This design comes from an exercise in tuning for small area, a short achievable clock period and few clock cycles per item on the open sky130 flow, not from production work.
In this exercise RTL edits were held to simulation tests only and were not proved equivalent to the original.

==> inputs of xenon <==
## IOTDF
module IOTDF (input clk, input rst, input in_en, input [7:0] iot_in, input [2:0] fn_sel,
              output busy, output valid, output [127:0] iot_out);
==> flow/config.mk <==
export PLATFORM = sky130hd
export DESIGN_NAME = IOTDF
export DESIGN_NICKNAME = IOTDF
export VERILOG_FILES = /design/flow/design.v
export SDC_FILE = /design/flow/constraint.sdc
export NUM_CORES = 4
export LEC_CHECK = 0
export ABC_AREA = 1
export ABC_CLOCK_PERIOD_IN_PS = 2300
export CAP_MARGIN = 20
export CORE_MARGIN = 2
export CORE_UTILIZATION = 30
export CTS_BUF_LIST = sky130_fd_sc_hd__clkbuf_8
export CTS_CLUSTER_DIAMETER = 60
export CTS_CLUSTER_SIZE = 14
export PLACE_DENSITY = 0.75
export SETUP_SLACK_MARGIN = 2.25
export SLEW_MARGIN = 20
==> flow/constraint.sdc <==
create_clock -name core_clock -period 4.5 [get_ports {clk}]
set_input_delay 0.9000 -clock core_clock [delete_from_list [all_inputs] [get_ports {clk}]]
set_output_delay 0.9000 -clock core_clock [all_outputs]
set_load 0.01 [all_outputs]
standard.sh (not shown) runs the stock make flow with config.mk's settings and CLKGATE_MAP_FILE= SYNTH_SCRIPT=/design/flow/synth_recipe.tcl, a recipe that flattens the netlist after the stock synthesis.
==> flow/flow/run.sh <==
#!/bin/bash
# Standard ORFS layout (the standard.sh, standard synthesis), with the
# port buffers made of sky130_fd_sc_hd__buf_1 instead of the resizer's default pick.
set -uo pipefail
export BUFFER_PORTS_ARGS="-buffer_cell sky130_fd_sc_hd__buf_1"
bash standard.sh > standard_flow.log 2>&1
==> maple (differences from xenon) <==
==> flow/config.mk (replaced) <==
export PLATFORM = sky130hd
export DESIGN_NAME = IOTDF
export DESIGN_NICKNAME = IOTDF
export VERILOG_FILES = /design/flow/design.v
export SDC_FILE = /design/flow/constraint.sdc
export NUM_CORES = 4
export LEC_CHECK = 0
export ABC_AREA = 1
export ABC_CLOCK_PERIOD_IN_PS = 2150
export CAP_MARGIN = 20
export CORE_MARGIN = 2
export CORE_UTILIZATION = 40
export SETUP_SLACK_MARGIN = 2.35
export SLEW_MARGIN = 20
==> notes.md <==
- maple finished with timing, DRC and antenna clean. xenon ran to the end with no violations.
- Of maple and xenon, xenon has the higher die area (gap about 25%, measured against xenon).
- Of maple and xenon, maple has the higher setup slack (gap 49 ps).
- Between maple and xenon, the lower wire length is in xenon (gap 7.5%, measured against xenon).
- Between xenon and maple, the lower core utilization is in xenon (gap 16 points).
Testbench counts of xenon, summed over its fixed seeds: cycles 8,100, items 480.
Testbench counts of maple, summed over its fixed seeds: cycles 8,100, items 480.

* * *

==> inputs of 09-12 <==
Starting RTL as in the previous note.
export LEC_CHECK = 0
export ABC_CLOCK_PERIOD_IN_PS = 2600
export CAP_MARGIN = 20
export CORE_MARGIN = 2
export CORE_UTILIZATION = 40
export SETUP_SLACK_MARGIN = 1.9
export SLEW_MARGIN = 20
create_clock -name core_clock -period 4.5 [get_ports {clk}]
Scripts as last shown in full above: flow/flow/run.sh
==> 04-06 (differences from 09-12) <==
==> flow/run.sh (new file) <==
#!/bin/bash
# synth_recipe.tcl (not shown) runs the flow's synth.tcl, then flattens the netlist and writes it again
# the make line also repeats each setting of config.mk as NAME=value (left out here)
make -C /OpenROAD-flow-scripts/flow DESIGN_CONFIG=/design/flow/config.mk WORK_HOME=/design/flow/orfs CLKGATE_MAP_FILE= SYNTH_SCRIPT=/design/flow/synth_recipe.tcl finish
removed: flow/flow/run.sh
removed: flow/standard.sh
==> comparison table <==
metric	04-06	09-12
Placer's final routability congestion estimate	0.911	0.893
Worst R2R Setup Slack	1.94 ns	1.96 ns
Total length of routed met3 wires	2.67 mm	2.75 mm
Endpoint of the worst setup timing path	O[4]$_DFF_P_	Rr[7]$_DFF_P_
Sequential cell area share	26.1%	27.2%
Pre-CTS WS	0.680 ns	0.993 ns
Pin count of the biggest net entering global routing	188	140
Final min period	2.56 ns	2.54 ns
Final clock skew	0.0209 ns	0.0205 ns
Wire length reported by the detailed router	52.3 mm	52.1 mm
TritonCTS buffer count	35	34
Outcome	timing/DRC/antenna clean	timing/DRC/antenna clean
Met3 Resource Use GR	3.09%	2.97%
Post-route insts no fill	2688	2693
Testbench counts of 09-12, summed over its fixed seeds: cycles 8,100, items 480.
Testbench counts of 04-06, summed over its fixed seeds: cycles 8,100, items 480.

* * *

==> exp/violet: inputs <==
Starting RTL as in the previous note.
export LEC_CHECK = 0
export ABC_AREA = 1
export ABC_CLOCK_PERIOD_IN_PS = 2000
export CAP_MARGIN = 20
export CORE_MARGIN = 2
export CORE_UTILIZATION = 30
export CTS_BUF_LIST = sky130_fd_sc_hd__clkbuf_8
export CTS_CLUSTER_DIAMETER = 60
export CTS_CLUSTER_SIZE = 14
export SETUP_SLACK_MARGIN = 2.2
export SLEW_MARGIN = 20
create_clock -name core_clock -period 4.5 [get_ports {clk}]
==> flow/flow/run.sh <==
#!/bin/bash
# Standard ORFS layout (the standard.sh, standard synthesis), with the
# port buffers made of sky130_fd_sc_hd__buf_1 instead of the resizer's default pick.
set -uo pipefail
export BUFFER_PORTS_ARGS="-buffer_cell sky130_fd_sc_hd__buf_1"
bash standard.sh > standard_flow.log 2>&1
==> exp/lagoon (differences from exp/violet) <==
==> flow/run.sh (new file) <==
#!/bin/bash
# synth_recipe.tcl (not shown) runs the flow's synth.tcl, then flattens the netlist and writes it again
# the make line also repeats each setting of config.mk as NAME=value (left out here)
make -C /OpenROAD-flow-scripts/flow DESIGN_CONFIG=/design/flow/config.mk WORK_HOME=/design/flow/orfs CLKGATE_MAP_FILE= SYNTH_SCRIPT=/design/flow/synth_recipe.tcl finish
==> flow/config.mk (replaced) <==
export PLATFORM = sky130hd
export DESIGN_NAME = IOTDF
export DESIGN_NICKNAME = IOTDF
export VERILOG_FILES = /design/flow/design.v
export SDC_FILE = /design/flow/constraint.sdc
export NUM_CORES = 4
export LEC_CHECK = 0
export ABC_CLOCK_PERIOD_IN_PS = 2800
export CAP_MARGIN = 20
export CORE_MARGIN = 2
export CORE_UTILIZATION = 40
export SETUP_SLACK_MARGIN = 1.7
export SLEW_MARGIN = 20
removed: flow/flow/run.sh
removed: flow/standard.sh
==> impl_summary.log <==
[metrics] WL/cell: 19.2 um
[metrics] top cells by count, synth: sky130_fd_sc_hd__nand2_1 (395), sky130_fd_sc_hd__dfxtp_1 (255), sky130_fd_sc_hd__mux2i_1 (149), sky130_fd_sc_hd__o21ai_0 (134), sky130_fd_sc_hd__nor2_1 (128)
[metrics] summed instance area of the synthesized netlist: 17300 sq um
[metrics] Detailed Route WL: 50700 um
[metrics] result of the run: timing/DRC/antenna clean
[metrics] share of the clock period used by the worst path after layout: 59.7%
[metrics] clock tree root buffer cell: sky130_fd_sc_hd__clkbuf_16
The numbers above come from exp/lagoon.

==> impl_summary.log <==
[metrics] result of the run: timing/DRC/antenna clean
[metrics] summed instance area of the synthesized netlist: 16600 sq um
[metrics] clock tree root buffer cell: sky130_fd_sc_hd__clkbuf_8
[metrics] Detailed Route WL: 58600 um
[metrics] share of the clock period used by the worst path after layout: 50.0%
The numbers above come from exp/violet.

Testbench counts of exp/violet, summed over its fixed seeds: cycles 8,100, items 480.
Testbench counts of exp/lagoon, summed over its fixed seeds: cycles 8,100, items 480.

[static timing again, ports no longer ideal]
How much do the figures lean on ideal ports? The routed layouts below were timed once more, with nothing changed but the port constraints.
Step 1, drivers: a clkbuf_16 drives clk and a buf_2 each remaining input, both assumed.
Step 2 moves the port delays by t, midway between the first and last clock arrival at a register: inputs arrive t later, outputs are due t later. That takes back most of the time a late clock gives input paths.
a / b / c = ideal / step 1 / step 2; a / b = the first two.
run	shift t [ns]	slack for setup (ns)	pins driven straight from the clock port
xenon	0.647	2.283 / 2.246 / 1.868	1
maple	0.647	2.332 / 2.305 / 1.859	1
09-12	0.593	1.955 / 1.955 / 1.488	1
04-06	0.594	1.936 / 1.929 / 1.420	1
exp/violet	0.659	2.250 / 2.200 / 1.750	1
exp/lagoon	0.582	1.812 / 1.812 / 1.305	1
After both steps setup and hold are still met in every run listed. For 04-06, which loses most, drivers alone change the setup slack by -0.007 ns; drivers and shift together by -0.516 ns.
